From an optimization exercise on the open Yosys and OpenROAD flow, aimed at small area, a short achievable clock period and few clock cycles; shortcuts taken in it are not production practice. Function was checked by simulation only, so behaviour that the tests miss may differ from the original. Power is estimated from default activity; no workload was simulated.

## flow/design.v (module list and top-level ports; edited modules follow where they fit)
// module gift_shop_part1: 203 lines
// module tree_w: 88 lines
// module mul_cs: 822 lines
// module padd54: 248 lines
// module padd18: 60 lines
// module padd17: 57 lines
// module cout20: 44 lines
module gift_shop_part1(
    input clk,
    input rst,
    input [31:0] data_in,
    input valid_in,
    output ready,
    output reg finished,
    output [63:0] result
);
  // ...
==> flow/run.sh <==
#!/bin/bash
# synth_recipe.tcl (not shown) runs the flow's synth.tcl, then flattens the netlist and writes it again
# the make line also repeats each setting of config.mk as NAME=value (left out here)
make -C /OpenROAD-flow-scripts/flow DESIGN_CONFIG=/design/flow/config.mk WORK_HOME=/design/flow/orfs CLKGATE_MAP_FILE= SYNTH_SCRIPT=/design/flow/synth_recipe.tcl finish
==> flow/config.mk <==
export PLATFORM = sky130hd
export DESIGN_NAME = gift_shop_part1
export DESIGN_NICKNAME = gift_shop_part1
export VERILOG_FILES = /design/flow/design.v
export SDC_FILE = /design/flow/constraint.sdc
export NUM_CORES = 4
export LEC_CHECK = 0
export CAP_MARGIN = 20
export CORE_MARGIN = 2
export CORE_UTILIZATION = 40
export PLACE_DENSITY = 0.6
export SETUP_SLACK_MARGIN = 5
export SLEW_MARGIN = 20
==> flow/constraint.sdc <==
create_clock -name core_clock -period 10.0 [get_ports {clk}]
set_input_delay 2.0000 -clock core_clock [delete_from_list [all_inputs] [get_ports {clk}]]
set_output_delay 2.0000 -clock core_clock [all_outputs]
set_load 0.01 [all_outputs]
==> run_results.csv, run 1 <==
group,metric,value,unit
run_status,status,"finished clean",
detailed_routing,detail_route.wl_per_cell,21.17,um
power,powerDensity,175.2,nW/um2
power,pg_seq,1.79,mW
global_route,grt_use_met1,26.24,%
detailed_routing,m1WireLength,29.84,mm
floorplanning,initial_utilization,40.22,%
cells_and_area,drive_gt1_share,6.535,%
floorplanning,die_x,263.4,um
detailed_routing,dr_wl_met3,3.528,mm
cells_and_area,top_regs,"acc (54), scs (34), scc (33)",
detailed_routing,vias_per_cell,5.262,
place,gp_congestion,0.9560,
cells_and_area,largest_class,"multi-input gates",
worst_hold_path,whs_path_depth,0,
cells_and_area,stdcell_area,30180,um2
floorplanning,taps,873,
setup_path,crit_fanout,12,
setup_path,reg2reg_setup_slack,5.30,ns
flow_run,maxCapViolations,0,
setup_path,crit_path_end_kind,"primary output",
worst_hold_path,min_path_type,"flop to flop",
yosys,seq_area_frac_synth,30.87,%
sta,tightestPinTransition,1.060,ns
cells_and_area,top_register,"acc",
floorplanning,coreArea,66920,um2
clock_tree,hold_buffers,0,
setup_path,crit_end,"ready",
yosys,yosysWarningCount,1,
cells_and_area,fin_nets,3147,
cells_and_area,final_cell_mix,"fa_1, inv_1, and2_1, dfxtp_1, edfxtp_1",
cells_and_area,n_all_buffers,129,
floorplanning,dieArea,69370,um2
floorplanning,io_pins,101,
setup_path,slowest_delay,0.53,ns
cells_and_area,regArea,8314,um2
yosys,synth_mux_area_share,2.273,%
cells_and_area,finish.utilization,45.10,%
Testbench counts, summed over its fixed seeds: cycles 6,976.
==> run 2: changes to the inputs <==
==> flow/flow/run.sh (new file) <==
#!/bin/bash
set -euo pipefail
bash standard.sh BUFFER_PORTS_ARGS="-buffer_cell sky130_fd_sc_hd__buf_4" finish > standard_make.log 2>&1
==> flow/standard.sh (new file) <==
#!/bin/bash
# synth_recipe.tcl (not shown) runs the flow's synth.tcl, then flattens the netlist and writes it again
# the make line also repeats each setting of config.mk as NAME=value (left out here)
make -C /OpenROAD-flow-scripts/flow DESIGN_CONFIG=/design/flow/config.mk WORK_HOME=/design/flow/orfs CLKGATE_MAP_FILE= SYNTH_SCRIPT=/design/flow/synth_recipe.tcl "${@:-finish}"
removed: flow/run.sh
==> run 2 against run 1 <==
  * Worst hold slack got worse by 0.0010 ns
  * Synthesized cell count stayed put
  * Die area is the same
  * Utilization is 0.33 points lower
  * Flip-flop and latch count did not move
==> run_results.csv, run 2 <==
group,metric,value,unit
detailed_routing,dr.pass1.iters,5,
setup_path,critPathTopFamily,"compound AO/OA/AOI/OAI gates",
floorplanning,die_x,263.4,um
yosys,yosys_most_used_dff,"dfxtp_1",
yosys,synth_edf_count,160,
place,port_buffers,90,
power,p_leak,13.31,nW
yosys,ys_seq_elements,335,
detailed_routing,ant_nets,0,
cells_and_area,drive_gt1_share,9.555,%
setup_path,worst-path-buf-inv,2,
worst_hold_path,min_path_type,"flop to flop",
detailed_routing,detail_route.wl_per_cell,21.56,um
setup_path,crit_path_start_kind,"flop",
floorplanning,initial_utilization,40.22,%
setup_path,critPathSlowestCell,"o311ai_0",
cells_and_area,area_growth,11.32,%
global_route,grt_pass1_vias,20330,
yosys,synth_xor_area_share,2.766,%
setup_path,path_class,"flop to flop",
detailed_routing,vias_per_cell,5.318,
sta,fmax,212.8,MHz
run_status,status,"finished clean",
yosys,synthArstFlopShare,0,%
setup_path,crit_path_end_kind,"flop",
sta,fin_skew,0.02526,ns
yosys,synthAdderAreaFrac,33.74,%
floorplanning,dieArea,69370,um2
yosys,synth.avg_cell_area,10.68,um2
setup_path,crit_chain,"buf_4 > or2_2 > ha_1 > inv_1 > ha_1 > fa_1 > nor2b_1 > o21ai_0 > a21boi_0 > o311ai_0 > o21ai_0 > a41oi_1 > a21oi_1 > a21o_1 > fa_1 > xor2_1 > xnor2_1 > and2_1",
yosys,synth_top_area_share,26.63,%
clock_tree,cts_sinks,335,
sta,tightestPinTransition,0.9999,ns
yosys,yosys-top-cells-count,"fa_1, inv_1, and2_1, dfxtp_1, edfxtp_1",
sta,min_period_over_period,47.00,%
detailed_routing,vias,18630,
floorplanning,coreArea,66920,um2
clock_tree,hold_buffers,0,
cells_and_area,final_cell_mix,"fa_1, inv_1, and2_1, dfxtp_1, edfxtp_1",
cells_and_area,fin_nets,3142,
place,place_hpwl,56.86,mm
place,gp_congestion,0.9294,
sta,min_period,4.700,ns
global_route,gr-total-overflow,0,
detailed_routing,drcViolationCount,0,
global_route,antenna_found_initial,1,
floorplanning,io_pins,101,
flow_run,maxCapViolations,0,
global_route,track_usage,22.17,%
sta,slew_viol_final,0,
sta,relSlewSlack,33.20,%
sta,hold_violations,0,
setup_path,crit_fanout,34,
cells_and_area,top_regs,"acc (54), scs (34), scc (33)",
power,powerDensity,177.1,nW/um2
yosys,yosysWarningCount,1,
sta,rsz0062_at_grt,"false",
setup_path,startpoint,"e2$_DFF_P_",
sta,fin_setup_tns,0,ns
cells_and_area,largest_reg_flops,54,
floorplanning,die_h,263.4,um
clock_tree,clockRootBuffer,"clkbuf_16",
place,pre_cts_ws,5.204,ns
yosys,synth_mux_area_share,2.273,%
global_route,met3_usage,3.021,%
yosys,synth-simple-area-share,15.46,%
setup_path,slowest_delay,0.60,ns
power,peakVddDrop,0.0001200,V
worst_hold_path,min_from,"zp$_DFF_P_",
global_route,grt_pass1_wl,117.8,mm
detailed_routing,drt_iter0_markers,1170,
yosys,synth_cells,2519,
clock_tree,numCtsBuffers,39,
yosys,yosysMostFrequentCell,"fa_1",
clock_tree,cts_tree,"built",
cells_and_area,final_common_cell,"fa_1",
global_route,grt_max_degree,59,
yosys,synth.distinct_cells,70,
clock_tree,clock_path_buffers,3,
yosys,seq_area_frac_synth,30.87,%
clock_tree,htreeDepth,2,
power,total_power,5.307,mW
setup_path,cp.required,10.45,ns
detailed_routing,routed_wl,75.53,mm
yosys,synth_area_leader_cell,"fa_1",
cells_and_area,nFillCells,6216,
yosys,synth_compound_area_share,8.341,%
sta,finalSetupViolCount,0,
setup_path,crit_arrival,5.15,ns
global_route,grt_use_met1,26.77,%
setup_path,worstReg2RegStart,"e2$_DFF_P_",
yosys,syn_area,26910,um2
cells_and_area,top_register,"acc",
yosys,synth_area_leaders,"fa_1, edfxtp_1, dfxtp_1, and2_1, ha_1",
sta,worst_slack,5.300,ns
clock_tree,worstSkewPairLatency,0.57,ns
global_route,met2_usage,38.83,%
clock_tree,clkTransAtPathRegs,0.06,ns
yosys,synth_top_family_by_area,"adder cells",
floorplanning,rows,95,
global_route,busiest_layer,"met2",
## run 2: cell counts after synthesis
Identical to the previous run, type by type.
## run 2: final timing paths
check / endpoint / slack, ns / cells past startpoint
setup / recovery: yr[17]$_SDFF_PN0_ / 5.30 / 18
hold reg to reg: z2$_DFF_P_ / 0.34 / 0
setup reg to reg: yr[17]$_SDFF_PN0_ / 5.30 / 18
hold / removal: z2$_DFF_P_ / 0.34 / 0
## run 2: layout make-up
type / instances / area (um2) / area share (%)
Antenna cell: 3 / 7.507 / 0.02506
Clock buffer: 51 / 1041 / 3.475
Clock inverter: 21 / 302.8 / 1.011
Inverter: 357 / 1340 / 4.473
Multi-Input combinational cell: 1739 / 16900 / 56.42
Sequential cell: 335 / 8314 / 27.75
Tap cell: 873 / 1092 / 3.646
Timing Repair Buffer: 124 / 958.4 / 3.199
## run 2: cells by family after synthesis
family,after synthesis
AO/OA/AOI/OAI,319
flip-flops,335
other,1
XOR/XNOR,85
adder cells (fa/ha/maj),511
AND/OR/NAND/NOR,758
buffers and inverters,454
multiplexers,56
## run 2: worst reg2reg max path, cell delays in order, from the launching register on
cell and delay [ns]:
dfxtp_1 0.30, buf_4 0.24, or2_2 0.35, ha_1 0.27
inv_1 0.06, ha_1 0.16, fa_1 0.21, nor2b_1 0.06
o21ai_0 0.21, a21boi_0 0.18, o311ai_0 0.60, o21ai_0 0.34
a41oi_1 0.39, a21oi_1 0.15, a21o_1 0.22, fa_1 0.37
xor2_1 0.18, xnor2_1 0.13, and2_1 0.16
## run 2: report_power, final
part	internal [mW]	switching [mW]	total [mW]
clock network	0.899	0.609	1.51
logic	0.831	1.17	2.00
registers	1.67	0.127	1.80
## run 2: per-layer routing
layer / wire (um) / vias to the layer above
met5: 0 / -
met4: 4300 / 0
met3: 3967 / 189
met2: 37530 / 596
met1: 29740 / 9494
li1: - / 8351
## run 2: through the flow
stage               cell area [um2]  util [%]  hold slack (ns)  instances
floorplan                     26950         -           0.3096       2528
global placement              28570     42.69           0.3207       3427
detailed placement            28570     42.69           0.3288       3427
CTS                           29910     44.70           0.3436       3499
global route                  29950     44.75           0.3550       3500
finish                        29960     44.77           0.3424       3503
## run 2: timing repair
action                     CTS  global route
buffers inserted             0             1
gates resized for setup      0             2
setup endpoints to repair    0             7
==> run 3: changes to the inputs <==
==> flow/flow/run.sh (replaced) <==
#!/bin/bash
set -euo pipefail
bash standard.sh BUFFER_PORTS_ARGS="-buffer_cell sky130_fd_sc_hd__buf_4" SETUP_SLACK_MARGIN=5.7 finish > standard_make.log 2>&1
==> run 3 against run 2 <==
  * Cell count grew 0.20%
  * Register-to-register slack gained 0.52 ns
  * Cell area grew 0.79%
  * Total power grew 0.63%
  * Synthesized area is the same
  * Synthesized cell count is the same
  * Routed wire length grew 0.61%
==> run_results.csv, run 3 <==
group,metric,value,unit
worst_hold_path,whs_path_depth,0,
detailed_routing,dr_wl_met3,3.334,mm
floorplanning,initial_utilization,40.22,%
detailed_routing,detail_route.wl_per_cell,21.65,um
yosys,seq_area_frac_synth,30.87,%
yosys,yosys_most_used_dff,"dfxtp_1",
detailed_routing,routed_wl,76.00,mm
sta,fin_skew,0.02624,ns
setup_path,crit_chain,"buf_12 > inv_2 > buf_4",
clock_tree,htreeDepth,2,
place,pre_cts_ws,5.072,ns
setup_path,crit_fanout,12,
worst_hold_path,whs_endpoint,"z2$_DFF_P_",
cells_and_area,top_regs,"acc (54), scs (34), scc (33)",
yosys,synth_cells,2519,
setup_path,critical_path_depth,3,
detailed_routing,m1WireLength,30.31,mm
global_route,gr-total-overflow,0,
detailed_routing,vias_per_cell,5.291,
setup_path,worst-path-buf-inv,3,
place,placed_cell_area,28570,um2
yosys,yosysWarningCount,1,
cells_and_area,final_common_cell,"fa_1",
setup_path,worstReg2RegStart,"xr[16]$_DFF_P_",
sta,fin_setup_tns,0,ns
yosys,synth_area_leaders,"fa_1, edfxtp_1, dfxtp_1, and2_1, ha_1",
cells_and_area,final_cell_mix,"fa_1, inv_1, and2_1, dfxtp_1, edfxtp_1",
clock_tree,cts_tree,"built",
sta,fmax,234.0,MHz
clock_tree,clkTransAtPathRegs,0.06,ns
power,total_power,5.340,mW
sta,worst_slack,5.726,ns
detailed_routing,ant_nets,0,
setup_path,crit_path_end_kind,"primary output",
sta,tightestPinTransition,1.012,ns
yosys,synth_edf_count,160,
setup_path,cp.required,8.00,ns
cells_and_area,area_growth,12.19,%
clock_tree,worstSkewPairLatency,0.57,ns
sta,min_period_over_period,42.74,%
setup_path,critPathSlowestCell,"buf_12",
cells_and_area,stdcell_area,30190,um2
detailed_routing,dr.pass1.iters,7,
power,peakVddDrop,0.0001292,V
sta,holdWs,0.3306,ns
clock_tree,hold_buffers,0,
sta,relSlewSlack,32.55,%
floorplanning,rows,95,
yosys,synth_area_leader_cell,"fa_1",
global_route,grt_pass1_vias,20060,
sta,hold_violations,0,
clock_tree,clockRootBuffer,"clkbuf_16",
yosys,syn_area,26910,um2
yosys,synth.distinct_cells,70,
setup_path,r2r-end,"scc[16]$_DFF_P_",
cells_and_area,fin_nets,3151,
setup_path,reg2reg_depth,11,
global_route,grt_pass1_wl,117.2,mm
place,gp_congestion,0.9461,
yosys,synth_top_area_share,26.63,%
floorplanning,die_h,263.4,um
clock_tree,numCtsBuffers,40,
detailed_routing,vias,18570,
place,place_hpwl,56.87,mm
floorplanning,dieArea,69370,um2
sta,min_period,4.274,ns
power,powerDensity,176.9,nW/um2
setup_path,crit_arrival,2.27,ns
worst_hold_path,min_from,"zp$_DFF_P_",
yosys,synthArstFlopShare,0,%
flow_run,maxCapViolations,0,
setup_path,path_class,"primary input to primary output",
yosys,yosys-top-cells-count,"fa_1, inv_1, and2_1, dfxtp_1, edfxtp_1",
detailed_routing,drcViolationCount,0,
clock_tree,cts_sinks,335,
cells_and_area,top_register,"acc",
sta,finalSetupViolCount,0,
sta,slew_viol_final,0,
detailed_routing,top_layer,"met4",
setup_path,critPathTopFamily,"buffers and inverters",
floorplanning,die_x,263.4,um
yosys,ys_seq_elements,335,
run_status,status,"finished clean",
yosys,synth.avg_cell_area,10.68,um2
yosys,yosysMostFrequentCell,"fa_1",
global_route,grt_max_degree,56,
cells_and_area,nFillCells,6203,
power,p_leak,13.38,nW
floorplanning,io_pins,101,
global_route,track_usage,22.12,%
floorplanning,coreArea,66920,um2
setup_path,slowest_delay,0.12,ns
worst_hold_path,min_path_type,"flop to flop",
place,port_buffers,90,
detailed_routing,route.met2.wl,38.97,mm
setup_path,reg2reg_setup_slack,5.82,ns
cells_and_area,drive_gt1_share,10.58,%
clock_tree,clock_path_buffers,3,
setup_path,crit_path_start_kind,"primary input",
sta,rsz0062_at_grt,"false",
detailed_routing,drt_iter0_markers,1120,
global_route,antenna_found_initial,2,
cells_and_area,largest_reg_flops,54,
## run 3: cell counts after synthesis
No cell type changed its count.
## run 3: layer usage
layer / track usage [%] / vias to the layer above
met2: 40.07 / 590
met5: 0 / -
met1: 26.57 / 9465
met3: 2.563 / 165
li1: - / 8353
met4: 9.251 / 0
## run 3: cell type report
class / instances / area, um2 / area share, %
Timing Repair Buffer: 132 / 1106 / 3.663
Multi-Input combinational cell: 1739 / 16980 / 56.22
Clock inverter: 16 / 226.5 / 0.7501
Sequential cell: 335 / 8334 / 27.60
Tap cell: 873 / 1092 / 3.618
Clock buffer: 57 / 1116 / 3.696
Antenna cell: 1 / 2.502 / 0.008288
Inverter: 357 / 1340 / 4.438
## run 3: worst register-to-register path: stages, from the launching register on
cell and delay, ns:
dfxtp_2 0.64, and2_1 0.23, fa_1 0.43, fa_1 0.56, inv_1 0.05, fa_1 0.51
inv_1 0.05, fa_1 0.49, inv_1 0.06, fa_1 0.51, inv_1 0.06, fa_1 0.45
## run 3: stage by stage
| stage | std cells | util [%] |
|---|---|---|
| 6_report | 3510 | 45.12 |
| 3_5_place_dp | 3426 | 42.70 |
| 2_1_floorplan | 2528 | - |
| 4_1_cts | 3501 | 44.89 |
| 3_3_place_gp | 3425 | 42.67 |
| 5_1_grt | 3509 | 45.11 |
## run 3: repair_timing
| action | CTS | global route |
|---|---|---|
| setup buffers | 1 | 6 |
| pin swaps | 0 | 3 |
| endpoints found under the hold margin | 0 | 0 |
| gates resized for setup | 25 | 16 |
| gates cloned | 1 | 1 |
| endpoints found under the setup margin | 64 | 22 |
## run 3: how the worst max path moves through the flow
stage / from / to / slack (ns)
after floorplan: e2$_DFF_P_ / yr[17]$_SDFF_PN0_ / 5.72
after global placement: s2p3$_SDFF_PP0_ / acc[53]$_DFFE_PP_ / 5.29
after detailed placement: s2p3$_SDFF_PP0_ / acc[53]$_DFFE_PP_ / 5.07
after CTS: s2p1$_SDFF_PP0_ / acc[53]$_DFFE_PP_ / 5.71
after global routing: xr[16]$_DFF_P_ / scc[16]$_DFF_P_ / 5.70
final: rst / ready / 5.73
## run 3: logic make-up (layout without fill, tap and decap cells)
family                   count (synthesis)  count (layout)  share of synthesized area [%]
AO/OA/AOI/OAI                          319             319                          8.341
XOR/XNOR                                85              85                          2.766
adder cells (fa/ha/maj)                511             511                          33.74
buffers and inverters                  454             562                          6.527
flip-flops                             335             335                          30.87
multiplexers                            56              56                          2.273
other                                    1              11                        0.01393
AND/OR/NAND/NOR                        758             758                          15.46
## run 3: report_power, final
group / internal, mW / switching (mW)
Combinational: 0.851 / 1.18
Clock: 0.910 / 0.592
Sequential: 1.67 / 0.136
==> module gift_shop_part1, before the edit <==
module gift_shop_part1(
    input clk,
    input rst,
    input [31:0] data_in,
    input valid_in,
    output ready,
    output reg finished,
    output [63:0] result
);
    assign ready = !rst;
    reg [1:0]  wc;
    reg [31:0] ra, rb;
    reg [2:0]  ke;       
    reg eph, sph;        
    reg [5:1]  sele, sels;   
    reg [4:1]  nsel;         
    reg        altp;         
    reg        zp;           
    reg [17:0] ws, wcr;
    reg        fr, e2, s2, z2;
    reg [16:0] bq;           
    reg [16:0] xr;
    reg [17:0] yr;
    reg [2:0]  ka, k3;
    reg [15:0] th;
    reg [33:0] scs, scc;
    reg s1p1, s1p2, s1p3, s2p1, s2p2, s2p3, defer3;
    reg [53:0] acc;
    reg        fresh;        
    reg [5:0]  rcnt;
    assign result = {10'd0, acc};
    function [6:0] m10; input [3:0] d;
        case (d) 4'd0: m10 = 0; 4'd1: m10 = 10; 4'd2: m10 = 20; 4'd3: m10 = 30; 4'd4: m10 = 40;
        4'd5: m10 = 50; 4'd6: m10 = 60; 4'd7: m10 = 70; 4'd8: m10 = 80; default: m10 = 90; endcase
    endfunction
    function [9:0] m100; input [3:0] d;
        case (d) 4'd0: m100 = 0; 4'd1: m100 = 100; 4'd2: m100 = 200; 4'd3: m100 = 300; 4'd4: m100 = 400;
        4'd5: m100 = 500; 4'd6: m100 = 600; 4'd7: m100 = 700; 4'd8: m100 = 800; default: m100 = 900; endcase
    endfunction
    function [13:0] m1000; input [3:0] d;
        case (d) 4'd0: m1000 = 0; 4'd1: m1000 = 1000; 4'd2: m1000 = 2000; 4'd3: m1000 = 3000; 4'd4: m1000 = 4000;
        4'd5: m1000 = 5000; 4'd6: m1000 = 6000; 4'd7: m1000 = 7000; 4'd8: m1000 = 8000; default: m1000 = 9000; endcase
    endfunction
    function [16:0] m10000; input [3:0] d;
        case (d) 4'd0: m10000 = 0; 4'd1: m10000 = 10000; 4'd2: m10000 = 20000; 4'd3: m10000 = 30000; 4'd4: m10000 = 40000;
        4'd5: m10000 = 50000; 4'd6: m10000 = 60000; 4'd7: m10000 = 70000; 4'd8: m10000 = 80000; default: m10000 = 90000; endcase
    endfunction
    function [16:0] hfac;    
        input [2:0] e;
        case (e)
            3'd1: hfac = 17'd11;
            3'd2: hfac = 17'd101;
            3'd3: hfac = 17'd1001;
            3'd4: hfac = 17'd10001;
            default: hfac = 17'd100001;
        endcase
    endfunction
    wire [39:0] ncand = (wc == 2'd1) ? {data_in[7:0], ra} : {data_in[15:0], rb[31:8]};
    reg  [3:0]  ndc;
    integer i;
    always @* begin
        ndc = 4'd1;
        for (i = 1; i < 10; i = i + 1)
            if (ncand[4*i +: 4] != 4'd0) ndc = i + 1;
    end
    wire [3:0] ed [0:9];
    wire [3:0] sd [0:9];
    genvar g;
    generate
        for (g = 0; g < 8; g = g + 1) begin : g_e
            assign ed[g] = ra[4*g +: 4];
        end
        for (g = 0; g < 6; g = g + 1) begin : g_s
            assign sd[g] = rb[8 + 4*g +: 4];
        end
    endgenerate
    assign ed[8] = rb[3:0];
    assign ed[9] = rb[7:4];
    assign sd[6] = rb[3:0];
    assign sd[7] = rb[7:4];
    assign sd[8] = ra[27:24];
    assign sd[9] = ra[31:28];
    reg [19:0] hd, ll;
    integer j, k;
    always @* begin
        hd = 20'd0;
        ll = 20'd0;
        for (j = 0; j < 5; j = j + 1)
            for (k = j + 1; k <= 5; k = k + 1) begin
                hd[4*j +: 4] = hd[4*j +: 4] | ({4{sele[k]}} & ed[j + k]) | ({4{sels[k]}} & sd[j + k]);
                ll[4*j +: 4] = ll[4*j +: 4] | ({4{sele[k]}} & ed[j]) | ({4{sels[k]}} & sd[j]);
            end
    end
    wire cmp_co;
    cout20 cmp(.a(ll), .b(~hd), .ci(eph), .co(cmp_co));
    wire fx = !cmp_co && !altp;
    wire [16:0] nc = (nsel[1] ? 17'd9 : 17'd0) | (nsel[2] ? 17'd99 : 17'd0)
                   | (nsel[3] ? 17'd999 : 17'd0) | (nsel[4] ? 17'd9999 : 17'd0);
    wire [17:0] v0 = {14'd0, hd[3:0]} - 18'd1;
    wire [6:0]  v1 = m10(hd[7:4]);
    wire [9:0]  v2 = m100(hd[11:8]);
    wire [13:0] v3 = m1000(hd[15:12]);
    wire [16:0] v4 = m10000(hd[19:16]) | nc;
    wire [17:0] ws_n, wc_n;
    tree_w tw(.v0(v0), .v1(v1), .v2(v2), .v3(v3), .v4(v4), .ws(ws_n), .wc(wc_n));
    wire [17:0] xb = e2 ? 18'h1ffff : {1'b0, bq};
    wire [17:0] us_ = xb ^ ws ^ wcr;
    wire [17:0] uc_ = (xb & ws) | (xb & wcr) | (ws & wcr);
    wire [17:0] u_s;
    padd18 uadd(.a(us_), .b({uc_[16:0], 1'b1}), .ci(!fr), .y(u_s));
    wire [16:0] vs_ = bq ^ ~ws[16:0] ^ ~wcr[16:0];
    wire [16:0] vc_ = (bq & ~ws[16:0]) | (bq & ~wcr[16:0]) | (~ws[16:0] & ~wcr[16:0]);
    wire [16:0] v_sum;
    padd17 vadd(.a(vs_), .b({vc_[15:0], 1'b1}), .ci(fr), .y(v_sum));
    wire [16:0] v_s = z2 ? 17'd0 : v_sum;
    wire [2:0] kn = (wc == 2'd1) ? ndc[3:1] : ke;
    wire alte = ndc[0];
    wire [3:0] k2 = {ke, 1'b0};
    wire alts = ndc != k2;
    wire [2:0] knine = (wc == 2'd1) ? ndc[3:1] : ke - 3'd1;
    wire [34:0] ms, mc;
    mul_cs mul(.a(xr), .b(yr), .s(ms), .c(mc));
    wire [53:0] ad_s = s2p3 ? {3'd0, scs, 17'd0} : {20'd0, scs};
    wire [53:0] ad_c = s2p3 ? {3'd0, scc, 17'd0} : {20'd0, scc};
    wire [53:0] base = (s2p1 || fresh) ? 54'd0 : acc;
    wire [53:0] a3s = base ^ ad_s ^ ad_c;
    wire [53:0] a3c = (base & ad_s) | (base & ad_c) | (ad_s & ad_c);
    wire [53:0] sum2;
    padd54 aadd(.a(a3s), .b({a3c[52:0], 1'b0}), .ci(1'b0), .y(sum2));
    wire load1 = s2;
    wire load2 = s2p1;
    wire want3 = s1p2 || defer3;
    wire load3 = want3 && !load1;
    always @(posedge clk) begin
        if (rst) begin
            wc <= 2'd0;
            sph <= 1'b0;
            s2 <= 1'b0;
            s1p1 <= 1'b0; s1p2 <= 1'b0; s1p3 <= 1'b0;
            s2p1 <= 1'b0; s2p2 <= 1'b0; s2p3 <= 1'b0;
            defer3 <= 1'b0;
            fresh <= 1'b1;
            finished <= 1'b0;
        end else begin
            sph <= valid_in && wc == 2'd2;
            s2 <= sph;
            if (valid_in) wc <= (wc == 2'd2) ? 2'd0 : wc + 2'd1;
            s1p1 <= load1;
            s1p2 <= load2;
            s1p3 <= load3;
            s2p1 <= s1p1;
            s2p2 <= s1p2;
            s2p3 <= s1p3;
            defer3 <= want3 && load1;
            if ((s2p2 || s2p3) && !finished) fresh <= 1'b0;
            if (s2p3 && rcnt == 6'd33) finished <= 1'b1;
        end
        eph <= valid_in && wc == 2'd1;
        e2 <= eph;
        for (j = 1; j <= 5; j = j + 1) begin
            sele[j] <= valid_in && wc == 2'd1 && !alte && kn == j;
            sels[j] <= valid_in && wc == 2'd2 && !alts && kn == j;
        end
        for (j = 1; j <= 4; j = j + 1)
            nsel[j] <= valid_in && (wc == 2'd1 ? alte : wc == 2'd2 ? alts : 1'b0) && knine == j;
        altp <= valid_in && (wc == 2'd1 ? alte : wc == 2'd2 ? alts : 1'b0);
        zp <= (ke == 3'd0) || (ndc > k2);
        if (fresh) rcnt <= 6'd0;
        else if (s2p3) rcnt <= rcnt + 6'd1;
        if (valid_in && wc == 2'd0) ra <= data_in;
        if (valid_in && wc == 2'd1) begin
            rb <= data_in;
            ke <= ndc[3:1];
        end
        if (valid_in && wc == 2'd2) begin
            rb[7:0] <= data_in[7:0];
            ra[31:24] <= data_in[15:8];
        end
        if (load1) begin
            xr <= v_s;
            yr <= u_s;
        end else if (load2) begin
            xr <= sum2[17:1];
            yr <= {1'b0, hfac(ka)};
        end else begin
            xr <= {1'b0, th};
            yr <= {1'b0, hfac(k3)};
        end
        if (load1) ka <= ke;
        if (load2) begin
            th <= sum2[33:18];
            k3 <= ka;
        end
        ws <= ws_n;
        wcr <= wc_n;
        fr <= fx;
        z2 <= zp;
        if (e2) bq <= u_s[16:0];
        if ((s2p2 || s2p3) && !finished) acc <= sum2;
        scs <= ms[33:0];
        scc <= mc[33:0];
    end
endmodule
==> run 4: changes to the inputs <==
--- a/flow/design.v
+++ b/flow/design.v
@@ -104,5 +104,5 @@
     wire [17:0] ws_n, wc_n;
     tree_w tw(.v0(v0), .v1(v1), .v2(v2), .v3(v3), .v4(v4), .ws(ws_n), .wc(wc_n));
-    wire [17:0] xb = e2 ? 18'h1ffff : {1'b0, bq};
+    wire [17:0] xb = {1'b0, bq};
     wire [17:0] us_ = xb ^ ws ^ wcr;
     wire [17:0] uc_ = (xb & ws) | (xb & wcr) | (ws & wcr);
@@ -197,4 +197,5 @@
         z2 <= zp;
         if (e2) bq <= u_s[16:0];
+        else if (eph) bq <= 17'h1ffff;
         if ((s2p2 || s2p3) && !finished) acc <= sum2;
         scs <= ms[33:0];
==> flow/flow/run.sh (replaced) <==
#!/bin/bash
set -euo pipefail
bash standard.sh BUFFER_PORTS_ARGS="-buffer_cell sky130_fd_sc_hd__buf_1" SETUP_SLACK_MARGIN=5.7 finish > standard_make.log 2>&1
--- a/flow/config.mk
+++ b/flow/config.mk
@@ -9,4 +9,5 @@
 export CORE_MARGIN = 2
 export CORE_UTILIZATION = 40
+export CTS_BUF_LIST = sky130_fd_sc_hd__clkbuf_4 sky130_fd_sc_hd__clkbuf_8
 export PLACE_DENSITY = 0.6
 export SETUP_SLACK_MARGIN = 5
==> run 4 against run 3 <==
  * Clock skew is 0.0036 ns lower
  * Cell area is 1.0% lower
  * Critical endpoint unchanged
  * Register-to-register slack better by 0.06 ns
  * Critical path depth stayed put
  * Clock power is 8% lower
  * Largest cell class unchanged
==> run_results.csv, run 4 <==
group,metric,value,unit
yosys,ys_seq_elements,335,
yosys,yosysMostFrequentCell,"fa_1",
detailed_routing,route.met2.wl,38.97,mm
setup_path,crit_path_start_kind,"primary input",
setup_path,crit_path_end_kind,"primary output",
detailed_routing,ant_nets,0,
floorplanning,io_pins,101,
power,pwr-share-clk,31.3,%
clock_tree,htreeDepth,2,
yosys,synth_area_leaders,"fa_1, edfxtp_1, dfxtp_1, and2_1, ha_1",
sta,rsz0062_at_grt,"true",
cells_and_area,finish.utilization,44.58,%
yosys,synth.distinct_cells,79,
floorplanning,die_h,263.8,um
detailed_routing,dr.pass1.iters,5,
setup_path,crit_arrival,2.28,ns
cells_and_area,drive_gt1_share,8.694,%
flow_run,maxCapViolations,0,
sta,min_period_over_period,42.79,%
cells_and_area,area_growth,10.73,%
cells_and_area,largest_reg_flops,54,
detailed_routing,routed_wl,77.13,mm
power,combPwrFrac,30.5,%
detailed_routing,vias_per_cell,5.332,
detailed_routing,m1WireLength,30.49,mm
global_route,gr-total-overflow,0,
cells_and_area,final_cells,3554,
cells_and_area,final_common_cell,"fa_1",
detailed_routing,drt_iter0_markers,1304,
yosys,yosys-top-cells-count,"fa_1, and2_1, inv_1, dfxtp_1, edfxtp_1",
clock_tree,clkTransAtPathRegs,0.06,ns
sta,slew_viol_final,0,
cells_and_area,final_cell_mix,"fa_1, and2_1, inv_1, dfxtp_1, edfxtp_1",
sta,hold_violations,0,
setup_path,path_class,"primary input to primary output",
power,pwr-share-seq,38.2,%
clock_tree,worstSkewPairLatency,0.67,ns
clock_tree,numCtsBuffers,55,
power,switchingPower,1.498,mW
place,placed_cell_area,28310,um2
setup_path,crit_fanout,13,
sta,fin_skew,0.02264,ns
floorplanning,die_x,263.8,um
place,gp_congestion,0.9542,
cells_and_area,stdcell_area,29880,um2
worst_hold_path,min_path_type,"flop to flop",
yosys,syn_area,26990,um2
yosys,synth_top_area_share,26.56,%
detailed_routing,detail_route.wl_per_cell,21.70,um
cells_and_area,fin_nets,3180,
clock_tree,clock_path_buffers,3,
sta,tightestPinTransition,1.102,ns
yosys,synth_area_leader_cell,"fa_1",
detailed_routing,dr_wl_met3,4.170,mm
floorplanning,dieArea,69560,um2
detailed_routing,drcViolationCount,0,
yosys,synth_edf_count,160,
floorplanning,initial_utilization,40.26,%
power,p_int,2.902,mW
yosys,yosys_most_used_dff,"dfxtp_1",
place,place_hpwl,57.90,mm
detailed_routing,vias,18950,
sta,finalSetupViolCount,0,
floorplanning,rows,95,
cells_and_area,top_regs,"acc (54), scs (34), scc (33)",
detailed_routing,top_layer,"met4",
clock_tree,cts_tree,"built",
global_route,track_usage,22.39,%
power,p_leak,12.85,nW
place,port_buffers,90,
global_route,grt_pass1_wl,119.3,mm
place,placedCellCount,3435,
power,total_power,4.400,mW
setup_path,cp.required,8.00,ns
power,peakVddDrop,0.00009553,V
yosys,yosysWarningCount,1,
yosys,synth.avg_cell_area,10.67,um2
yosys,seq_area_frac_synth,30.78,%
sta,fmax,233.7,MHz
global_route,grt_max_degree,58,
power,swShare,34.05,%
run_status,status,"finished clean",
clock_tree,cts_sinks,335,
global_route,grt_pass1_vias,20310,
cells_and_area,top_register,"acc",
clock_tree,clockRootBuffer,"clkbuf_8",
floorplanning,coreArea,67040,um2
sta,min_period,4.279,ns
yosys,synth_cells,2530,
sta,fin_setup_tns,0,ns
power,powerDensity,147.2,nW/um2
yosys,synthArstFlopShare,0,%
global_route,antenna_found_initial,2,
sta,relSlewSlack,25.82,%
[run 4: cell type report]
cell class              count  area [um2]
clock inverters            27       306.5
diodes                      1       2.502
clock buffers              76       952.2
well taps                 873        1092
multi-input cells        1775       17160
flip-flops and latches    335        8324
inverters                 329        1235
fillers                  6379       37160
repair buffers            138       809.5
[run 4: worst paths after layout]
check / startpoint / endpoint / slack [ns] / cells past startpoint
min: zp$_DFF_P_ / z2$_DFF_P_ / 0.34 / 0
min reg2reg: zp$_DFF_P_ / z2$_DFF_P_ / 0.34 / 0
max: rst / ready / 5.72 / 3
max reg2reg: s2p3$_SDFF_PP0_ / acc[52]$_DFFE_PP_ / 5.88 / 12
[run 4: cells by family (layout without fill, tap and decap cells)]
group / Yosys count / in the layout / share of synthesized area, %
fa+ha+maj: 512 / 512 / 33.69
mux: 54 / 54 / 2.193
buf+inv: 429 / 570 / 6.115
compound gates: 327 / 327 / 8.354
other cells: 1 / 11 / 0.01389
xor+xnor: 82 / 82 / 2.661
simple gates: 790 / 790 / 16.19
flops: 335 / 335 / 30.78
[run 4: power by group through the flow]
stage                     clock network [mW]  logic [mW]  registers (mW)
after global placement                     0        1.29            1.71
after floorplan                            0       0.969            1.64
after CTS                               1.41        1.33            1.68
after detailed placement                   0        1.31            1.71
after global routing                    1.47        1.51            1.68
final                                   1.38        1.34            1.68
[run 4: metal layers]
layer	GRT usage, %	up-vias
met5	0	-
met4	9.659	0
met3	3.001	173
met2	39.53	607
met1	27.42	9666
li1	-	8505
[run 4: critical path, cell delays in order]
cell and delay (ns):
buf_8 0.12, inv_2 0.06, buf_6 0.09
[run 4: stage by stage]
stage | setup WS [ns] | hold WS (ns)
after floorplan | 5.713 | 0.3096
after global placement | 5.202 | 0.3184
after detailed placement | 5.059 | 0.3297
after CTS | 5.702 | 0.3444
after global routing | 5.666 | 0.3509
final | 5.721 | 0.3396
[run 4: what timing repair did]
action | in CTS | in global routing
buffers inserted | 5 | 7
endpoints found under the setup margin | 66 | 26
gates cloned | 1 | 2
pin swaps | 2 | 3
hold buffers | 0 | 0
resized for setup | 18 | 20
Testbench counts of run 4, summed over its fixed seeds: cycles 6,976.
==> run 5: changes to the inputs <==
==> flow/flow/run.sh (replaced) <==
#!/bin/bash
set -euo pipefail
bash standard.sh BUFFER_PORTS_ARGS="-buffer_cell sky130_fd_sc_hd__buf_2" SETUP_SLACK_MARGIN=5.7 finish > standard_make.log 2>&1
--- a/flow/config.mk
+++ b/flow/config.mk
@@ -9,5 +9,4 @@
 export CORE_MARGIN = 2
 export CORE_UTILIZATION = 40
-export CTS_BUF_LIST = sky130_fd_sc_hd__clkbuf_4 sky130_fd_sc_hd__clkbuf_8
 export PLACE_DENSITY = 0.6
 export SETUP_SLACK_MARGIN = 5
==> run 5 against run 4 <==
  * Clock skew shrank 0.0080 ns
  * Utilization grew 0.11 points
  * Flip-flop and latch count is the same
  * Critical path depth is the same
  * Maximum frequency is essentially flat
  * Non-clock buffer count shrank 11
  * Clock power grew 6%
  * Sequential power is essentially flat
  * Highest routed layer unchanged
==> run_results.csv, run 5 <==
group,metric,value,unit
run_status,status,"finished clean",
power,swShare,33.74,%
sta,min_period_over_period,42.77,%
detailed_routing,routed_wl,76.20,mm
detailed_routing,m1WireLength,30.80,mm
detailed_routing,detail_route.wl_per_cell,21.70,um
floorplanning,io_pins,101,
cells_and_area,regArea,8348,um2
detailed_routing,top_layer,"met4",
yosys,synth.avg_cell_area,10.67,um2
clock_tree,clkTransAtPathRegs,0.06,ns
cells_and_area,nFillCells,6303,
global_route,grt_max_degree,58,
clock_tree,clockRootBuffer,"clkbuf_16",
cells_and_area,top_regs,"acc (54), scs (34), scc (33)",
detailed_routing,drcViolationCount,0,
power,total_power,4.483,mW
cells_and_area,area_growth,11.01,%
cells_and_area,multi_input_area,17130,um2
power,peakVddDrop,0.0001135,V
clock_tree,worstSkewPairLatency,0.57,ns
power,p_int,2.970,mW
sta,fin_setup_tns,0,ns
floorplanning,die_h,263.8,um
cells_and_area,finish.utilization,44.69,%
sta,relSlewSlack,27.31,%
setup_path,startpoint,"rst",
clock_tree,cts_tree,"built",
cells_and_area,stdcell_area,29960,um2
global_route,grt_pass1_wl,119.2,mm
flow_run,maxCapViolations,0,
clock_tree,numCtsBuffers,38,
detailed_routing,vias_per_cell,5.329,
yosys,yosysWarningCount,1,
floorplanning,initial_utilization,40.26,%
setup_path,crit_path_start_kind,"primary input",
detailed_routing,dr.pass1.iters,5,
global_route,gr-total-overflow,0,
cells_and_area,fin_nets,3152,
cells_and_area,largest_reg_flops,54,
cells_and_area,final_common_cell,"fa_1",
power,powerDensity,149.6,nW/um2
floorplanning,dieArea,69560,um2
setup_path,worstReg2RegStart,"s2p3$_SDFF_PP0_",
cells_and_area,final_cell_mix,"fa_1, and2_1, inv_1, dfxtp_1, edfxtp_1",
sta,hold_violations,0,
setup_path,cp.required,8.00,ns
sta,rsz0062_at_grt,"true",
sta,min_period,4.277,ns
clock_tree,htreeDepth,2,
setup_path,crit_arrival,2.28,ns
yosys,yosys-top-cells-count,"fa_1, and2_1, inv_1, dfxtp_1, edfxtp_1",
yosys,synth_area_leader_cell,"fa_1",
global_route,antenna_found_initial,1,
global_route,track_usage,22.29,%
yosys,synth_top_area_share,26.56,%
yosys,yosysMostFrequentCell,"fa_1",
floorplanning,rows,95,
detailed_routing,ant_nets,0,
sta,fin_skew,0.01464,ns
global_route,grt_pass1_vias,20270,
clock_tree,clock_path_buffers,3,
power,pwr-share-seq,37.6,%
detailed_routing,vias,18710,
clock_tree,cts_sinks,335,
detailed_routing,drt_iter0_markers,1242,
sta,slew_viol_final,0,
yosys,synth.distinct_cells,79,
setup_path,path_class,"primary input to primary output",
detailed_routing,route.met2.wl,38.41,mm
yosys,synth_edf_count,160,
place,placed_cell_area,28400,um2
yosys,synth_area_leaders,"fa_1, edfxtp_1, dfxtp_1, and2_1, ha_1",
worst_hold_path,min_from,"zp$_DFF_P_",
place,port_buffers,90,
yosys,yosys_most_used_dff,"dfxtp_1",
setup_path,crit_path_end_kind,"primary output",
setup_path,crit_fanout,13,
sta,finalSetupViolCount,0,
power,p_leak,12.99,nW
cells_and_area,drive_gt1_share,10.77,%
floorplanning,die_x,263.8,um
yosys,ys_seq_elements,335,
power,switchingPower,1.513,mW
detailed_routing,dr_wl_met3,3.636,mm
place,gp_congestion,0.9262,
power,pwr-share-clk,32.5,%
worst_hold_path,min_path_type,"flop to flop",
sta,tightestPinTransition,1.080,ns
place,place_hpwl,57.32,mm
floorplanning,coreArea,67040,um2
yosys,synth_cells,2530,
yosys,syn_area,26990,um2
yosys,synthArstFlopShare,0,%
cells_and_area,top_register,"acc",
power,combPwrFrac,29.9,%
sta,fmax,233.8,MHz
yosys,seq_area_frac_synth,30.78,%
## run 5: worst max-delay path: stages
cell and delay (ns):
buf_12 0.12, inv_2 0.06, buf_6 0.09
## run 5: timing repair
item                                    in CTS  in global routing
cloned                                       2                  0
gates resized for setup                     22                 23
hold buffers                                 0                  0
pin swaps                                    3                  3
setup buffers                                6                  1
endpoints found under the setup margin      68                 43
## run 5: power by group through the flow
stage | clock, mW | sequential (mW) | combinational [mW]
after floorplan | 0 | 1.64 | 0.969
after global placement | 0 | 1.72 | 1.29
after detailed placement | 0 | 1.72 | 1.32
after CTS | 1.50 | 1.69 | 1.34
after global routing | 1.55 | 1.69 | 1.51
final | 1.46 | 1.69 | 1.34
## run 5: through the flow
stage | hold slack, ns | instances | worst slack [ns]
2_1_floorplan | 0.3096 | 2539 | 5.713
3_3_place_gp | 0.3202 | 3429 | 5.236
3_5_place_dp | 0.3269 | 3430 | 5.086
4_1_cts | 0.3445 | 3508 | 5.619
5_1_grt | 0.3515 | 3509 | 5.545
6_report | 0.3342 | 3511 | 5.723
## run 5: logic make-up (layout without fill, tap and decap cells)
group,count (synthesis),after routing,synth area share [%]
simple gates,790,790,16.19
fa+ha+maj,512,512,33.69
buf+inv,429,526,6.115
flops,335,335,30.78
compound gates,327,327,8.354
xor+xnor,82,82,2.661
mux,54,54,2.193
other cells,1,12,0.01389
## run 5: layout make-up
cell class	instances	share of cell area [%]
antenna	2	0.01670
clock buffer	50	3.704
clock inverter	20	0.6557
inverter	329	4.122
multi-input combinational	1775	57.19
sequential	335	27.86
tap	873	3.646
timing repair buffer	127	2.806
## run 5: path summary, 6_finish.rpt
kind	endpoint	slack, ns	cells past startpoint
worst max-delay path	ready	5.72	3
worst min-delay path	z2$_DFF_P_	0.33	0
worst max register to register	acc[31]$_DFFE_PP_	5.76	11
worst min register to register	z2$_DFF_P_	0.33	0
## run 5: layer usage
layer	global-route usage, %	vias to the layer above
met3	2.535	161
met5	0	-
li1	-	8457
met1	27.61	9493
met2	39.54	599
met4	9.198	0
==> run 6: changes to the inputs <==
==> flow/flow/run.sh (replaced) <==
#!/bin/bash
set -euo pipefail
R=orfs/results/sky130hd/gift_shop_part1/base
KNOBS=(BUFFER_PORTS_ARGS="-buffer_cell sky130_fd_sc_hd__buf_1" SETUP_SLACK_MARGIN=5.7)
bash standard.sh "${KNOBS[@]}" synth > standard_synth.log 2>&1
cp $R/1_2_yosys.v $R/1_2_yosys.orig.v
python3 flow/polar.py $R/1_2_yosys.orig.v $R/1_2_yosys.v > polar.log 2>&1
rm -f $R/1_synth.odb
bash standard.sh "${KNOBS[@]}" finish > standard_make.log 2>&1
==> flow/flow/polar.py (new file) <==
#!/usr/bin/env python3
"""Inverter-aware polarity optimization of a Yosys-written gate netlist.

Full adders are self-dual: FA(~a,~b,~c) = (~sum, ~cout). Flipping a full adder
(inverting all its inputs and outputs) and swapping and2 <-> nand2 drivers lets
most inverters between adders disappear. The function of the netlist does not
change; registers and ports are untouched.

usage: polar.py in.v out.v
"""
import re, sys
from collections import defaultdict

OUT_PINS = {"X", "Y", "Q", "Q_N", "SUM", "COUT", "HI", "LO"}
P = "sky130_fd_sc_hd__"
AREA = {"inv_1": 3.7536, "and2_1": 6.256, "nand2_1": 3.7536, "and2_0": 6.256}

def main(src, dst):
    text = open(src).read()
    mstart = text.index("module ")
    # cell instances: type name ( .PIN(net), ... );
    cell_re = re.compile(r"^(\s*)(" + P + r"\w+)\s+(\S+)\s*\((.*?)\);\n", re.S | re.M)
    pin_re = re.compile(r"\.(\w+)\(([^()]*)\)")
    cells = []
    for m in cell_re.finditer(text):
        pins = [(p, n.strip()) for p, n in pin_re.findall(m.group(4))]
        cells.append({"type": m.group(2)[len(P):], "name": m.group(3), "pins": pins,
                      "span": m.span(), "indent": m.group(1)})
    # ports
    hdr = text[mstart:text.index(";", mstart)]
    outports = set(); inports = set()
    for kind, rng, names in re.findall(r"^\s*(input|output)\s+(\[[^\]]*\])?\s*([^;]+);", text, re.M):
        for nm in names.split(","):
            nm = nm.strip()
            if rng:
                hi, lo = map(int, rng[1:-1].split(":"))
                bits = [f"{nm}[{i}]" for i in range(min(hi, lo), max(hi, lo) + 1)]
            else:
                bits = [nm]
            (outports if kind == "output" else inports).update(bits)
    # assigns may alias nets; be conservative: nets used in assigns are fixed
    assigned = set()
    for lhs, rhs in re.findall(r"^\s*assign\s+(.+?)\s*=\s*(.+?);", text, re.M):
        for part in re.findall(r"[\\\w\[\]\.$]+", lhs + " " + rhs):
            assigned.add(part)
    driver = {}
    loads = defaultdict(list)
    for ci, c in enumerate(cells):
        for p, n in c["pins"]:
            if p in OUT_PINS:
                driver[n] = (ci, p)
            else:
                loads[n].append((ci, p))
    def is_inv(c):
        return c["type"].startswith("inv_") or c["type"].startswith("clkinv_")
    # roots: follow inverters back
    def root(n):
        par = 0
        seen = 0
        while n in driver and is_inv(cells[driver[n][0]]) and seen < 10:
            ci = driver[n][0]
            n = dict(cells[ci]["pins"])["A"]
            par ^= 1
            seen += 1
        return n, par
    inv_cells = [ci for ci, c in enumerate(cells) if is_inv(c)]
    # removable inverters: output net internal, not assigned, not a port
    removable = set()
    for ci in inv_cells:
        y = dict(cells[ci]["pins"])["Y"]
        if y in outports or y in assigned or y in inports:
            continue
        removable.add(ci)
    # load requirements: for every non-removable-inverter load pin, (root, parity)
    reqs = []  # (ci, pin, root, parity)
    for ci, c in enumerate(cells):
        if ci in removable:
            continue
        for p, n in c["pins"]:
            if p in OUT_PINS:
                continue
            r, par = root_limited(n, driver, cells, removable)
            reqs.append((ci, p, r, par, n))
    # output ports fed by removable inverters: keep those inverters (mark non-removable)
    for n in list(outports):
        if n in driver and driver[n][0] in removable:
            removable.discard(driver[n][0])
    # recompute after discard
    reqs = []
    for ci, c in enumerate(cells):
        if ci in removable:
            continue
        for p, n in c["pins"]:
            if p in OUT_PINS:
                continue
            r, par = root_limited(n, driver, cells, removable)
            reqs.append((ci, p, r, par, n))
    flippable_fa = {ci for ci, c in enumerate(cells) if c["type"] in ("fa_1", "fa_2", "fa_4")}
    flippable_g = {ci for ci, c in enumerate(cells) if c["type"] in ("and2_1", "nand2_1", "and2_0")}
    x = defaultdict(int)
    by_root = defaultdict(list)
    for i, (ci, p, r, par, n) in enumerate(reqs):
        by_root[r].append(i)
    def drv_flip(r):
        if r in driver:
            ci = driver[r][0]
            if ci in flippable_fa or ci in flippable_g:
                return x[ci]
        return 0
    def need(i):
        ci, p, r, par, n = reqs[i]
        lx = x[ci] if ci in flippable_fa else 0
        return par ^ drv_flip(r) ^ lx
    def root_cost(r):
        return AREA["inv_1"] if any(need(i) for i in by_root[r]) else 0.0
    def cell_cost(ci):
        if ci in flippable_g:
            t = cells[ci]["type"]
            a_and = 6.256; a_nand = 3.7536
            is_and_now = (t.startswith("and2")) ^ bool(x[ci])
            return a_and if is_and_now else a_nand
        return 0.0
    # roots touched by a cell: its outputs and its input roots
    touch = defaultdict(set)
    for i, (ci, p, r, par, n) in enumerate(reqs):
        if ci in flippable_fa:
            touch[ci].add(r)
    for ci in flippable_fa | flippable_g:
        for p, n in cells[ci]["pins"]:
            if p in OUT_PINS:
                touch[ci].add(n)
    def local(ci):
        return sum(root_cost(r) for r in touch[ci]) + cell_cost(ci)
    before = sum(root_cost(r) for r in by_root) + sum(cell_cost(ci) for ci in flippable_g)
    improved = True
    it = 0
    while improved and it < 50:
        improved = False
        it += 1
        for ci in sorted(flippable_fa | flippable_g):
            c0 = local(ci)
            x[ci] ^= 1
            c1 = local(ci)
            if c1 < c0 - 1e-9:
                improved = True
            else:
                x[ci] ^= 1
    after = sum(root_cost(r) for r in by_root) + sum(cell_cost(ci) for ci in flippable_g)
    orig_inv = len(removable) * AREA["inv_1"]
    print(f"removable inverters {len(removable)}, fa {len(flippable_fa)}, gates {len(flippable_g)}; "
          f"cost before {before:.1f} (plus {orig_inv:.1f} of old inverters), after {after:.1f}, iterations {it}",
          file=sys.stderr)
    # rewrite
    def esc(n):
        return n + " " if n.startswith("\\") else n
    new_inv = {}
    extra_wires = []
    out_cells = []
    k = 0
    for r in by_root:
        if any(need(i) for i in by_root[r]):
            nn = f"_polar_n{k}_"
            new_inv[r] = nn
            extra_wires.append(nn)
            out_cells.append(f"  {P}inv_1 _polar_i{k}_ (\n    .A({esc(r)}),\n    .Y({nn})\n  );\n")
            k += 1
    def esc(n):
        return n + " " if n.startswith("\\") else n
    pin_sub = {}
    for i, (ci, p, r, par, n) in enumerate(reqs):
        pin_sub[(ci, p)] = new_inv[r] if need(i) else r
    pieces = []
    last = 0
    for ci, c in enumerate(cells):
        s, e = c["span"]
        pieces.append(text[last:s])
        last = e
        if ci in removable:
            continue
        t = c["type"]
        if ci in flippable_g and x[ci]:
            t = {"and2_1": "nand2_1", "and2_0": "nand2_1", "nand2_1": "and2_1"}[t]
        pins = []
        for p, n in c["pins"]:
            if p in OUT_PINS:
                if ci in flippable_g and x[ci]:
                    p = "Y" if t.startswith("nand") else "X"
                pins.append(f".{p}({esc(n)})")
            else:
                pins.append(f".{p}({esc(pin_sub[(ci, p)])})")
        pieces.append(f"{c['indent']}{P}{t} {c['name']} (\n    " + ",\n    ".join(pins) + "\n  );\n")
    pieces.append(text[last:])
    out = "".join(pieces)
    # declare new wires and add new inverters before endmodule
    decl = "".join(f"  wire {w};\n" for w in extra_wires)
    i = out.index(";", out.index("module ")) + 2
    out = out[:i] + decl + out[i:]
    j = out.rindex("endmodule")
    out = out[:j] + "".join(out_cells) + out[j:]
    open(dst, "w").write(out)
    print(f"new inverters {k}, removed {len(removable)}", file=sys.stderr)

def root_limited(n, driver, cells, removable):
    par = 0
    for _ in range(20):
        if n in driver and driver[n][0] in removable:
            n = dict(cells[driver[n][0]]["pins"])["A"]
            par ^= 1
        else:
            break
    return n, par

if __name__ == "__main__":
    main(sys.argv[1], sys.argv[2])
--- a/flow/config.mk
+++ b/flow/config.mk
@@ -9,4 +9,5 @@
 export CORE_MARGIN = 2
 export CORE_UTILIZATION = 40
+export CTS_BUF_LIST = sky130_fd_sc_hd__clkbuf_4 sky130_fd_sc_hd__clkbuf_8
 export PLACE_DENSITY = 0.6
 export SETUP_SLACK_MARGIN = 5
==> run 6 against run 5 <==
  * Via count fell by 2.4%
  * Cell count shrank 5.3%
  * Sequential share of layout area grew 0.75 points
  * Synthesized area is 2.7% lower
  * Cell area down 2.8%
  * Flip-flop and latch count is the same
  * Total power fell by 1.4%
  * Worst hold slack improved by 0.0065 ns
  * Synthesized cell count is 8.1% lower
  * Still clean on timing, DRC and antenna
  * Utilization up 0.34 points
  * Sequential power is essentially flat
  * Global-route usage up 0.82 points
  * Largest cell class unchanged
==> run_results.csv, run 6 <==
group,metric,value,unit
detailed_routing,drcViolationCount,0,
global_route,met2_usage,39.18,%
power,powerDensity,151.8,nW/um2
sta,slew_viol_final,0,
detailed_routing,detail_route.wl_per_cell,23.45,um
setup_path,worst-path-buf-inv,3,
cells_and_area,top_regs,"acc (54), scs (34), scc (33)",
setup_path,critPathSlowestCell,"buf_8",
global_route,gr-total-overflow,0,
detailed_routing,drt_iter0_markers,1319,
cells_and_area,fin_nets,2969,
cells_and_area,top_register,"acc",
floorplanning,io_pins,101,
cells_and_area,area_growth,10.89,%
sta,relSlewSlack,38.62,%
cells_and_area,nFillCells,6037,
yosys,syn_area,26270,um2
setup_path,path_class,"primary input to primary output",
cells_and_area,stdcell_area,29130,um2
cells_and_area,final_cell_mix,"and2_1, fa_1, edfxtp_1, dfxtp_1, ha_1",
sta,min_period_over_period,42.75,%
setup_path,startpoint,"rst",
setup_path,crit_path_start_kind,"primary input",
sta,fmax,233.9,MHz
detailed_routing,vias_per_cell,5.495,
global_route,grt_use_met1,29.60,%
global_route,busiest_layer,"met2",
detailed_routing,routed_wl,77.95,mm
power,peakVddDrop,0.00009330,V
clock_tree,cts_sinks,335,
setup_path,slowest_delay,0.12,ns
setup_path,cp.required,8.00,ns
setup_path,crit_fanout,13,
cells_and_area,largest_reg_flops,54,
sta,fin_setup_tns,0,ns
clock_tree,hold_buffers,0,
setup_path,crit_path_end_kind,"primary output",
sta,tightestPinTransition,0.9195,ns
setup_path,worstReg2RegStart,"s2p3$_SDFF_PP0_",
flow_run,maxCapViolations,0,
run_status,status,"finished clean",
place,gp_congestion,0.9952,
sta,rsz0062_at_grt,"true",
yosys,synth_cells,2326,
sta,min_period,4.275,ns
global_route,grt_pass1_wl,117.8,mm
floorplanning,rows,93,
setup_path,critPathTopFamily,"buffers and inverters",
global_route,met3_usage,3.021,%
power,p_leak,12.46,nW
clock_tree,htreeDepth,2,
clock_tree,numCtsBuffers,54,
sta,finalSetupViolCount,0,
detailed_routing,dr.pass1.iters,6,
detailed_routing,vias,18270,
global_route,grt_max_degree,58,
clock_tree,clock_path_buffers,3,
place,placedCellCount,3201,
clock_tree,worstSkewPairLatency,0.68,ns
cells_and_area,drive_gt1_share,9.765,%
sta,fin_skew,0.03755,ns
place,placed_cell_area,27480,um2
clock_tree,clockRootBuffer,"clkbuf_8",
floorplanning,coreArea,64700,um2
worst_hold_path,min_path_type,"flop to flop",
cells_and_area,finish.utilization,45.03,%
yosys,synth.avg_cell_area,11.29,um2
cells_and_area,final_cells,3324,
global_route,antenna_found_initial,0,
clock_tree,cts_tree,"built",
place,place_hpwl,58.11,mm
setup_path,crit_arrival,2.28,ns
yosys,yosysWarningCount,1,
global_route,track_usage,23.11,%
floorplanning,dieArea,67740,um2
place,port_buffers,90,
cells_and_area,final_common_cell,"and2_1",
floorplanning,die_h,260.3,um
detailed_routing,ant_nets,0,
sta,hold_violations,0,
sta,holdWs,0.3407,ns
floorplanning,initial_utilization,40.60,%
global_route,grt_pass1_vias,19530,
worst_hold_path,min_from,"zp$_DFF_P_",
clock_tree,clkTransAtPathRegs,0.07,ns
floorplanning,die_x,260.3,um
setup_path,crit_chain,"buf_8 > inv_2 > buf_6",
[run 6: path summary, 6_finish.rpt]
path	endpoint	slack [ns]	depth (start not counted)
worst max-delay path	ready	5.72	3
worst min-delay path	z2$_DFF_P_	0.34	0
worst max register to register	th[15]$_DFFE_PP_	5.81	14
worst min register to register	z2$_DFF_P_	0.34	0
[run 6: what timing repair did]
item	CTS	global route
resized for setup	18	28
endpoints found under the setup margin	57	43
cloned	1	2
pin swaps	2	7
setup buffers	7	10
hold endpoints to repair	0	0
[run 6: metrics by stage]
stage          total power [mW]  setup slack (ns)
3_3_place_gp              3.017             5.106
3_5_place_dp              3.044             4.995
2_1_floorplan             2.600             5.701
5_1_grt                   4.663             5.636
4_1_cts                   4.444             5.708
6_report                  4.422             5.725
[run 6: worst reg2reg max path, delay by kind of cell, from the launching register on]
| kind | cells | cell delay, ns |
|---|---|---|
| adders and majority gates | 3 | 1.23 |
| muxes | 1 | 0.35 |
| AOI/OAI and AO/OA | 4 | 1.10 |
| xor gates and xnor gates | 1 | 0.08 |
| buffers and inverters | 4 | 0.45 |
| and+or+nand+nor | 1 | 0.31 |
| DFF | 1 | 0.42 |
[run 6: layout make-up]
class | instances | area [um2] | share of cell area, %
diodes | 1 | 2.502 | 0.008590
inverters | 125 | 469.2 | 1.611
repair buffers | 132 | 778.2 | 2.672
multi-input cells | 1775 | 17200 | 59.05
clock buffers | 82 | 1041 | 3.574
flip-flops and latches | 335 | 8335 | 28.61
well taps | 855 | 1070 | 3.672
clock inverters | 19 | 231.5 | 0.7946
[run 6: power by group]
group | total [mW] | leakage, nW | switching, mW | internal, mW
Sequential | 1.68 | 2.87 | 0.108 | 1.57
Combinational | 1.37 | 8.92 | 0.801 | 0.566
Clock | 1.38 | 0.674 | 0.602 | 0.776
[run 6: per-layer routing]
metal,vias to the layer above,routed length [um]
li1,8085,-
met1,9359,32290
met2,653,37860
met3,169,4107
met4,0,3690
met5,-,0
==> run 7: changes to the inputs <==
--- a/flow/flow/polar.py
+++ b/flow/flow/polar.py
@@ -14,7 +14,25 @@
 OUT_PINS = {"X", "Y", "Q", "Q_N", "SUM", "COUT", "HI", "LO"}
 P = "sky130_fd_sc_hd__"
-AREA = {"inv_1": 3.7536, "and2_1": 6.256, "nand2_1": 3.7536, "and2_0": 6.256}
+PAIRS = [("and2", "nand2"), ("or2", "nor2"), ("and3", "nand3"), ("or3", "nor3"), ("xor2", "xnor2"),
+         ("a21o", "a21oi"), ("o21a", "o21ai"), ("a22o", "a22oi"), ("o22a", "o22ai"), ("a31o", "a31oi"),
+         ("a211o", "a211oi"), ("o211a", "o211ai"), ("mux2", "mux2i"), ("and4", "nand4"), ("or4", "nor4")]
+AREA = {}
+def load_areas():
+    lib = open("/OpenROAD-flow-scripts/flow/platforms/sky130hd/lib/sky130_fd_sc_hd__tt_025C_1v80.lib").read()
+    for m in re.finditer(r'cell \("?sky130_fd_sc_hd__(\w+)"?\)\s*\{', lib):
+        seg = lib[m.end():m.end() + 60000]
+        AREA[m.group(1)] = float(re.search(r"area\s*:\s*([\d.]+)", seg).group(1))
+COMP = {}
+def build_comp():
+    for a, b in PAIRS:
+        for d in ("0", "1", "2", "4"):
+            x, y = f"{a}_{d}", f"{b}_{d}"
+            if x in AREA and y in AREA:
+                COMP[x] = y
+                COMP[y] = x
 
 def main(src, dst):
+    load_areas()
+    build_comp()
     text = open(src).read()
     mstart = text.index("module ")
@@ -97,5 +115,5 @@
             reqs.append((ci, p, r, par, n))
     flippable_fa = {ci for ci, c in enumerate(cells) if c["type"] in ("fa_1", "fa_2", "fa_4")}
-    flippable_g = {ci for ci, c in enumerate(cells) if c["type"] in ("and2_1", "nand2_1", "and2_0")}
+    flippable_g = {ci for ci, c in enumerate(cells) if c["type"] in COMP}
     x = defaultdict(int)
     by_root = defaultdict(list)
@@ -117,7 +135,5 @@
         if ci in flippable_g:
             t = cells[ci]["type"]
-            a_and = 6.256; a_nand = 3.7536
-            is_and_now = (t.startswith("and2")) ^ bool(x[ci])
-            return a_and if is_and_now else a_nand
+            return AREA[COMP[t]] if x[ci] else AREA[t]
         return 0.0
     # roots touched by a cell: its outputs and its input roots
@@ -146,5 +162,29 @@
             else:
                 x[ci] ^= 1
-    after = sum(root_cost(r) for r in by_root) + sum(cell_cost(ci) for ci in flippable_g)
+    import random
+    rnd = random.Random(1)
+    allc = sorted(flippable_fa | flippable_g)
+    def total():
+        return sum(root_cost(r) for r in by_root) + sum(cell_cost(ci) for ci in flippable_g)
+    best = total(); bestx = dict(x)
+    for rnd_i in range(30):
+        for ci in rnd.sample(allc, max(1, len(allc) // 20)):
+            x[ci] ^= 1
+        improved = True
+        while improved:
+            improved = False
+            for ci in allc:
+                c0 = local(ci)
+                x[ci] ^= 1
+                if local(ci) < c0 - 1e-9:
+                    improved = True
+                else:
+                    x[ci] ^= 1
+        t = total()
+        if t < best - 1e-9:
+            best = t; bestx = dict(x)
+        else:
+            x.clear(); x.update(bestx)
+    after = total()
     orig_inv = len(removable) * AREA["inv_1"]
     print(f"removable inverters {len(removable)}, fa {len(flippable_fa)}, gates {len(flippable_g)}; "
@@ -180,10 +220,10 @@
         t = c["type"]
         if ci in flippable_g and x[ci]:
-            t = {"and2_1": "nand2_1", "and2_0": "nand2_1", "nand2_1": "and2_1"}[t]
+            t = COMP[t]
         pins = []
         for p, n in c["pins"]:
             if p in OUT_PINS:
-                if ci in flippable_g and x[ci]:
-                    p = "Y" if t.startswith("nand") else "X"
+                if ci in flippable_g and x[ci] and p in ("X", "Y"):
+                    p = "Y" if p == "X" else "X"
                 pins.append(f".{p}({esc(n)})")
             else:
--- a/flow/config.mk
+++ b/flow/config.mk
@@ -8,7 +8,7 @@
 export CAP_MARGIN = 20
 export CORE_MARGIN = 2
-export CORE_UTILIZATION = 40
+export CORE_UTILIZATION = 60
 export CTS_BUF_LIST = sky130_fd_sc_hd__clkbuf_4 sky130_fd_sc_hd__clkbuf_8
-export PLACE_DENSITY = 0.6
+export PLACE_DENSITY = 0.75
 export SETUP_SLACK_MARGIN = 5
 export SLEW_MARGIN = 20
==> run 7 against run 6 <==
  * Flip-flop and latch count stayed put
  * Via count up 1.7%
  * Largest power group unchanged
  * Sequential share of layout area about the same
  * Utilization grew 22 points
==> run_results.csv, run 7 <==
group,metric,value,unit
detailed_routing,ant_nets,0,
sta,relSlewSlack,30.45,%
setup_path,slowest_delay,0.12,ns
yosys,synth.avg_cell_area,11.30,um2
sta,rsz0062_at_grt,"true",
setup_path,critPathSlowestCell,"buf_8",
setup_path,crit_chain,"buf_8 > inv_2 > buf_6",
place,port_buffers,90,
clock_tree,cts_tree,"built",
cells_and_area,stdcell_area,29090,um2
detailed_routing,dr.pass1.iters,5,
worst_hold_path,min_path_type,"flop to flop",
sta,min_period,4.276,ns
cells_and_area,top_regs,"acc (54), scs (34), scc (33)",
run_status,status,"finished clean",
floorplanning,die_x,213.2,um
cells_and_area,fin_nets,2978,
cells_and_area,drive_gt1_share,10.93,%
setup_path,crit_arrival,2.28,ns
sta,fin_setup_tns,0,ns
floorplanning,io_pins,101,
cells_and_area,nFillCells,3266,
setup_path,reg2reg_depth,12,
sta,holdWs,0.3387,ns
power,swShare,34.50,%
power,p_leak,12.58,nW
place,gp_congestion,0.9389,
power,peakVddDrop,0.0001327,V
power,total_power,4.421,mW
setup_path,cp.required,8.00,ns
clock_tree,worstSkewPairLatency,0.67,ns
floorplanning,rows,76,
global_route,grt_pass1_wl,112.5,mm
cells_and_area,final_common_cell,"fa_1",
cells_and_area,final_cell_mix,"fa_1, and2_1, edfxtp_1, dfxtp_1, ha_1",
detailed_routing,routed_wl,74.75,mm
global_route,antenna_found_initial,1,
setup_path,crit_path_end_kind,"primary output",
sta,hold_violations,0,
detailed_routing,vias_per_cell,6.055,
cells_and_area,area_growth,10.82,%
floorplanning,die_h,213.2,um
sta,tightestPinTransition,1.034,ns
place,place_hpwl,54.22,mm
worst_hold_path,whs_path_depth,0,
power,p_int,2.896,mW
global_route,grt_max_degree,55,
sta,slew_viol_final,0,
power,combPwrFrac,31.8,%
floorplanning,coreArea,43170,um2
detailed_routing,detail_route.wl_per_cell,24.37,um
clock_tree,clock_path_buffers,3,
detailed_routing,drt_iter0_markers,1428,
yosys,synth_cells,2322,
sta,min_period_over_period,42.76,%
power,pwr-share-clk,30.1,%
detailed_routing,drcViolationCount,0,
clock_tree,numCtsBuffers,56,
clock_tree,cts_sinks,335,
sta,fmax,233.8,MHz
clock_tree,clkTransAtPathRegs,0.06,ns
power,switchingPower,1.525,mW
yosys,yosysWarningCount,1,
floorplanning,dieArea,45440,um2
detailed_routing,vias,18570,
power,powerDensity,152.0,nW/um2
cells_and_area,top_register,"acc",
sta,finalSetupViolCount,0,
yosys,syn_area,26250,um2
sta,fin_skew,0.03592,ns
flow_run,maxCapViolations,0,
setup_path,crit_path_start_kind,"primary input",
global_route,gr-total-overflow,0,
global_route,track_usage,33.44,%
place,placed_cell_area,27120,um2
floorplanning,initial_utilization,60.80,%
clock_tree,clockRootBuffer,"clkbuf_8",
setup_path,path_class,"primary input to primary output",
power,pwr-share-seq,38.2,%
cells_and_area,largest_reg_flops,54,
clock_tree,htreeDepth,2,
setup_path,crit_fanout,13,
global_route,grt_pass1_vias,19610,
[run 7: per-stage QoR]
stage	utilization [%]	setup slack [ns]	cells
floorplan	-	5.701	2331
global placement	62.83	4.967	2927
detailed placement	62.83	4.737	2927
CTS	66.28	5.644	3040
global route	67.37	5.603	3065
finish	67.38	5.724	3067
[run 7: worst paths after layout]
check / endpoint / from / slack (ns)
worst max-delay path: ready / rst / 5.72
worst min-delay path: z2$_DFF_P_ / zp$_DFF_P_ / 0.34
worst max register to register: acc[52]$_DFFE_PP_ / s2p3$_SDFF_PP0_ / 5.74
worst min register to register: z2$_DFF_P_ / zp$_DFF_P_ / 0.34
[run 7: layout make-up]
cell class                      count  area, um2  share of cell area [%]
Clock buffer                       84       1056                   3.630
Antenna cell                        2      5.005                 0.01720
Timing Repair Buffer              143      952.2                   3.273
Multi-Input combinational cell   1775      17370                   59.71
Tap cell                          585      732.0                   2.516
Sequential cell                   335       8332                   28.64
Inverter                          121      457.9                   1.574
Clock inverter                     22      186.4                  0.6409
[run 7: per-layer routing]
metal	routed length (um)	up-vias	global-route usage [%]
li1	-	8114	-
met1	27650	9307	40.01
met5	0	-	0
met4	5462	0	21.77
met3	5016	270	4.780
met2	36630	881	56.76
[run 7: critical path, delay by kind of cell]
family	cells	cell delay, ns
buffers and inverters	3	0.27
[run 7: what timing repair did]
action / 4_1_cts / 5_1_grt
endpoints found under the setup margin: 59 / 49
hold buffers: 0 / 0
gates cloned: 4 / 4
buffers inserted: 3 / 21
pin swaps: 3 / 22
resized for setup: 25 / 48
[run 7: power groups by stage]
stage          Combinational [mW]  Clock (mW)  Sequential [mW]
6_report                     1.40        1.33             1.69
5_1_grt                      1.55        1.40             1.69
4_1_cts                      1.34        1.35             1.68
3_5_place_dp                 1.32           0             1.71
3_3_place_gp                 1.28           0             1.71
2_1_floorplan               0.963           0             1.64

Setup slack of run 7, layout unchanged: 5.724 ns with ideal ports, 5.676 ns with driving cells assumed (clock clkbuf_16, inputs buf_2), 5.199 ns with port delays also shifted by the 0.707 ns mid clock arrival.
